Background: an optimization exercise with open tools, aiming at small area. Do not read the settings as production practice. Only simulation tests tie the RTL to the original design; equivalence was not proved. Power and IR drop assume default switching activity.

==> flow/design.v (excerpt) <==
module eclsensor (clk, rst, txd, rxd, ir_tx, ir_rx, led);
	output [11:0] ir_tx;
	input [19:0] ir_rx;
	output led;
	input clk;
	input rst;
	output reg txd;
	input rxd;
	assign led = 1'b0;
	reg [2:0] pre;
	reg [1:0] bdiv;
	reg [5:0] mdiv;
	wire pre_end = pre[2] && pre[1];               
	wire modulation_edge = pre_end && mdiv[5] && mdiv[3:1] == 3'b111;   
	always @(posedge clk)
		if (rst) begin
			pre <= 3'd0;
			bdiv <= 2'd0;
			mdiv <= 6'd0;
		end else begin
			pre <= pre_end ? 3'd0 : pre + 1'b1;
			if (pre_end) begin
				bdiv <= bdiv + 1'b1;
				mdiv <= (mdiv[5] && mdiv[3:1] == 3'b111) ? 6'd0 : mdiv + 1'b1;
			end
		end
	wire baud_edge = pre == 3'd0 && bdiv == 2'd0;
	reg modulation_state;
	always @(posedge clk)
		if (rst)
			modulation_state <= 1'b0;
		else if (modulation_edge)
			modulation_state <= !modulation_state;
	reg text_busy;
	reg [7:0] cnt;
	wire [6:0] ci = cnt[6:0];
	wire state_tx_modulating = cnt < 8'd190;
	wire state_tx_end = modulation_edge && !text_busy && cnt[7:5] == 3'b111 && cnt[2];   
	reg [3:0] tx_num;
	wire tx_num_12 = tx_num[3] && tx_num[2];         
	always @(posedge clk)
		if (rst)
			tx_num <= 4'd12;
		else if (state_tx_end)
			tx_num <= tx_num_12 ? 4'd1 : tx_num + 1'b1;
	reg ir_on;
	always @(posedge clk)
		ir_on <= !rst && state_tx_modulating && !text_busy && modulation_state;
	wire [3:0] t = tx_num;
  ...
==> module eclsensor, before the edit <==
module eclsensor (clk, rst, txd, rxd, ir_tx, ir_rx, led);
	output [11:0] ir_tx;
	input [19:0] ir_rx;
	output led;
	input clk;
	input rst;
	output reg txd;
	input rxd;
	assign led = 1'b0;
	reg [2:0] pre;
	reg [1:0] bdiv;
	reg [5:0] mdiv;
	wire pre_end = pre[2] && pre[1];               
	wire modulation_edge = pre_end && mdiv[5] && mdiv[3:1] == 3'b111;   
	always @(posedge clk)
		if (rst) begin
			pre <= 3'd0;
			bdiv <= 2'd0;
			mdiv <= 6'd0;
		end else begin
			pre <= pre_end ? 3'd0 : pre + 1'b1;
			if (pre_end) begin
				bdiv <= bdiv + 1'b1;
				mdiv <= (mdiv[5] && mdiv[3:1] == 3'b111) ? 6'd0 : mdiv + 1'b1;
			end
		end
	wire baud_edge = pre == 3'd0 && bdiv == 2'd0;
	reg modulation_state;
	always @(posedge clk)
		if (rst)
			modulation_state <= 1'b0;
		else if (modulation_edge)
			modulation_state <= !modulation_state;
	reg text_busy;
	reg [7:0] cnt;
	wire [6:0] ci = cnt[6:0];
	wire state_tx_modulating = cnt < 8'd190;
	wire state_tx_end = modulation_edge && !text_busy && cnt[7:5] == 3'b111 && cnt[2];   
	reg [3:0] tx_num;
	wire tx_num_12 = tx_num[3] && tx_num[2];         
	always @(posedge clk)
		if (rst)
			tx_num <= 4'd12;
		else if (state_tx_end)
			tx_num <= tx_num_12 ? 4'd1 : tx_num + 1'b1;
	reg ir_on;
	always @(posedge clk)
		ir_on <= !rst && state_tx_modulating && !text_busy && modulation_state;
	wire [3:0] t = tx_num;
	assign ir_tx[0]  = ir_on &&  t[3] &&  t[2];
	assign ir_tx[1]  = ir_on && !t[3] && !t[2] && !t[1] &&  t[0];
	assign ir_tx[2]  = ir_on && !t[3] && !t[2] &&  t[1] && !t[0];
	assign ir_tx[3]  = ir_on && !t[3] && !t[2] &&  t[1] &&  t[0];
	assign ir_tx[4]  = ir_on && !t[3] &&  t[2] && !t[1] && !t[0];
	assign ir_tx[5]  = ir_on && !t[3] &&  t[2] && !t[1] &&  t[0];
	assign ir_tx[6]  = ir_on && !t[3] &&  t[2] &&  t[1] && !t[0];
	assign ir_tx[7]  = ir_on && !t[3] &&  t[2] &&  t[1] &&  t[0];
	assign ir_tx[8]  = ir_on &&  t[3] && !t[2] && !t[1] && !t[0];
	assign ir_tx[9]  = ir_on &&  t[3] && !t[2] && !t[1] &&  t[0];
	assign ir_tx[10] = ir_on &&  t[3] && !t[2] &&  t[1] && !t[0];
	assign ir_tx[11] = ir_on &&  t[3] && !t[2] &&  t[1] &&  t[0];
	reg [3:0] bs;
	reg dbit;             
	wire req = text_busy && bs == 4'd0;
	wire line_end = req && ci[6] && !ci[5] && ci[4] && ci[0];   
	wire is_letter = ci == 7'd0;
	wire [7:0] ch = !text_busy ? 8'h0a : {4'h4, tx_num};
	reg bitval;
	always @(*)
		case (bs)
			4'd1: bitval = 1'b0;
			4'd2: bitval = ch[0];
			4'd3: bitval = ch[1];
			4'd4: bitval = ch[2];
			4'd5: bitval = ch[3];
			4'd6: bitval = ch[4];
			4'd7: bitval = ch[5];
			4'd8: bitval = ch[6];
			4'd9: bitval = ch[7];
			default: bitval = 1'b1;
		endcase
	wire digit_data = text_busy && !is_letter && bs != 4'd1 && !(bs[3] && bs[1]) && bs != 4'd0;
	always @(posedge clk)
		if (rst) begin
			bs <= 4'd0;
			txd <= 1'b0;
		end else begin
			if (baud_edge)
				txd <= !(digit_data ? dbit : bitval);
			if (req)
				bs <= 4'd1;
			else if (baud_edge && bs != 4'd0)
				bs <= (bs[3] && bs[1]) ? 4'd0 : bs + 1'b1;     
		end
	always @(posedge clk)
		if (rst)
			text_busy <= 1'b0;
		else if (!text_busy)
			text_busy <= state_tx_end;
		else if (line_end)
			text_busy <= 1'b0;
	always @(posedge clk)
		if (rst)
			cnt <= 8'd0;
		else if (state_tx_end)
			cnt <= 8'd255;
		else if (text_busy ? req : modulation_edge)
			cnt <= line_end ? 8'd0 : cnt + 1'b1;
	wire cnt_en = !text_busy && !state_tx_end;
	wire lclr = text_busy && line_end;
	reg [3:0] ptr;
	reg clr;
	wire ptr_end = ptr[3] && ptr[0];                
	always @(posedge clk)
		if (rst || lclr) begin
			ptr <= 4'd0;
			clr <= 1'b1;
		end else begin
			ptr <= ptr_end ? 4'd0 : ptr + 1'b1;
			if (ptr_end)
				clr <= 1'b0;
		end
	wire keep = !(rst || lclr);
	wire cnt_en_r = cnt_en || rst;
	reg [4:0] lcnt [0:19];
	genvar ri;
	generate
		for (ri = 0; ri < 20; ri = ri + 1) begin: rx
			wire ev = cnt_en_r && !ir_rx[ri];
			always @(posedge clk)
				lcnt[ri] <= (lcnt[ri] & {5{keep}}) + ev;
		end
	endgenerate
	reg [11:0] ring_a [0:9];
	reg [11:0] ring_b [0:9];
	reg [4:0] loc_a, loc_b;
	integer j;
	always @(*) begin
		loc_a = 5'd0;
		loc_b = 5'd0;
		for (j = 0; j < 10; j = j + 1) begin
			loc_a = loc_a | (lcnt[2 * j] & {5{ptr == j}});
			loc_b = loc_b | (lcnt[2 * j + 1] & {5{ptr == j}});
		end
	end
	wire la = loc_a[4];
	wire lb = loc_b[4];
	integer k;
	always @(posedge clk) begin
		for (k = 0; k < 9; k = k + 1) begin
			ring_a[k] <= ring_a[k + 1];
			ring_b[k] <= ring_b[k + 1];
		end
		ring_a[9] <= clr ? 12'd0 : {ring_a[0][11:1] + (ring_a[0][0] && !la), la};
		ring_b[9] <= clr ? 12'd0 : {ring_b[0][11:1] + (ring_b[0][0] && !lb), lb};
	end
	wire [15:0] word = ci[2] ? {ring_b[0], loc_b[3:0]} : {ring_a[0], loc_a[3:0]};
	reg [3:0] nyb;
	always @(*)
		case (ci[1:0])
			2'd0: nyb = word[15:12];
			2'd1: nyb = word[11:8];
			2'd2: nyb = word[7:4];
			default: nyb = word[3:0];
		endcase
	wire zero_digit = ci[6] && ci[4];
	wire [3:0] n = zero_digit ? 4'd0 : nyb;
	wire alpha = n[3] && (n[2] || n[1]);
	wire [7:0] dch = alpha ? {4'h6, n - 4'd9} : {4'h3, n};
	reg dsel;
	always @(*)
		case (bs[2:0])
			3'd2: dsel = dch[0];
			3'd3: dsel = dch[1];
			3'd4: dsel = dch[2];
			3'd5: dsel = dch[3];
			3'd6: dsel = dch[4];
			3'd7: dsel = dch[5];
			3'd0: dsel = dch[6];    
			default: dsel = dch[7];  
		endcase
	always @(posedge clk)
		if (zero_digit || ptr == ci[6:3])
			dbit <= dsel;
endmodule
Settings: LEC_CHECK=0, CAP_MARGIN=20, CORE_MARGIN=2, CORE_UTILIZATION=45, PLACE_DENSITY=0.6, SLEW_MARGIN=20; clock period 10.0 ns.
standard.sh (not shown) runs the stock make flow with config.mk's settings and CLKGATE_MAP_FILE= SYNTH_SCRIPT=/design/flow/synth_recipe.tcl, a recipe that flattens the netlist after the stock synthesis.
==> flow/flow/run.sh <==
#!/bin/bash
# Standard ORFS layout with two changes: clock tree synthesis without dummy
# load cells and with small clock buffers, and the smallest buffer on ports.
set -euo pipefail
export CTS_ARGS="-sink_clustering_enable -repair_clock_nets -dont_use_dummy_load -buf_list sky130_fd_sc_hd__clkbuf_4 -sink_clustering_size 10 -sink_clustering_max_diameter 40"
export BUFFER_PORTS_ARGS="-buffer_cell sky130_fd_sc_hd__buf_1"
bash standard.sh > standard.log 2>&1
Then changed:
--- a/flow/design.v
+++ b/flow/design.v
@@ -110,4 +110,5 @@
 	wire lclr = text_busy && line_end;
 	reg [3:0] ptr;
+	reg h;
 	reg clr;
 	wire ptr_end = ptr[3] && ptr[0];                
@@ -115,9 +116,13 @@
 		if (rst || lclr) begin
 			ptr <= 4'd0;
+			h <= 1'b0;
 			clr <= 1'b1;
 		end else begin
 			ptr <= ptr_end ? 4'd0 : ptr + 1'b1;
-			if (ptr_end)
-				clr <= 1'b0;
+			if (ptr_end) begin
+				h <= !h;
+				if (h)
+					clr <= 1'b0;
+			end
 		end
 	wire keep = !(rst || lclr);
@@ -132,28 +137,27 @@
 		end
 	endgenerate
-	reg [11:0] ring_a [0:9];
-	reg [11:0] ring_b [0:9];
-	reg [4:0] loc_a, loc_b;
+	reg [11:0] ring [0:19];
+	reg [4:0] loc_e, loc_o;
 	integer j;
 	always @(*) begin
-		loc_a = 5'd0;
-		loc_b = 5'd0;
+		loc_e = 5'd0;
+		loc_o = 5'd0;
 		for (j = 0; j < 10; j = j + 1) begin
-			loc_a = loc_a | (lcnt[2 * j] & {5{ptr == j}});
-			loc_b = loc_b | (lcnt[2 * j + 1] & {5{ptr == j}});
+			loc_e = loc_e | (lcnt[2 * j] & {5{ptr == j}});
+			loc_o = loc_o | (lcnt[2 * j + 1] & {5{ptr == j}});
 		end
 	end
-	wire la = loc_a[4];
-	wire lb = loc_b[4];
+	wire [4:0] loc0 = h ? loc_o : loc_e;    
+	wire l10 = h ? loc_e[4] : loc_o[4];     
+	wire l0 = loc0[4];
 	integer k;
 	always @(posedge clk) begin
-		for (k = 0; k < 9; k = k + 1) begin
-			ring_a[k] <= ring_a[k + 1];
-			ring_b[k] <= ring_b[k + 1];
-		end
-		ring_a[9] <= clr ? 12'd0 : {ring_a[0][11:1] + (ring_a[0][0] && !la), la};
-		ring_b[9] <= clr ? 12'd0 : {ring_b[0][11:1] + (ring_b[0][0] && !lb), lb};
+		for (k = 0; k < 19; k = k + 1)
+			if (k != 9)
+				ring[k] <= ring[k + 1];
+		ring[19] <= {clr ? 11'd0 : ring[0][11:1] + (ring[0][0] && !l0), l0};
+		ring[9] <= clr ? 12'd0 : {ring[10][11:1] + (ring[10][0] && !l10), l10};
 	end
-	wire [15:0] word = ci[2] ? {ring_b[0], loc_b[3:0]} : {ring_a[0], loc_a[3:0]};
+	wire [15:0] word = {ring[0], loc0[3:0]};
 	reg [3:0] nyb;
 	always @(*)
@@ -181,5 +185,5 @@
 		endcase
 	always @(posedge clk)
-		if (zero_digit || ptr == ci[6:3])
+		if (zero_digit || {ptr, h} == ci[6:2])
 			dbit <= dsel;
 endmodule
The new run completed without violations.
Setup slack degrades by 25 ps.
Register-to-register slack loses 100 ps.
Die area decreases slightly.
Clock skew grows by 4.2 ps.
Cell count falls by a few percent.
Routed wire length falls by a few percent.
Cell area went down slightly.
Power is about the same.

[afterwards: timing with drivers on the ports]
The flow's constraints put no driver on any port. The routed layouts listed below were extracted and timed again, unchanged, in two steps.
Step 1 sets driving cells, clkbuf_16 on the clock port and buf_2 on the other inputs (assumed; they add their load-dependent delay and slew).
Step 2 moves the port delays by t, midway between the first and last clock arrival at a register: inputs arrive t later, outputs are due t later. That takes back most of the time a late clock gives input paths.
Three values: ideal ports, drivers, drivers and shift; two values: the first two.
| run | t, ns | setup slack, ns | hold WS [ns] | clock arrival spread, ns | worst slew at a driven data input, ns |
|---|---|---|---|---|---|
| the first run | 0.680 | 6.201 / 6.163 / 5.933 | 0.244 / 0.244 / 0.244 | 0.121 / 0.121 | 0.03 |
| the second run | 0.688 | 6.175 / 6.132 / 5.950 | 0.222 / 0.222 / 0.222 | 0.145 / 0.145 | 0.03 |
After both steps setup and hold are still met in every run listed. The setup slack of the first run, which loses most, moves by -0.038 ns with the drivers and by -0.268 ns with both steps.
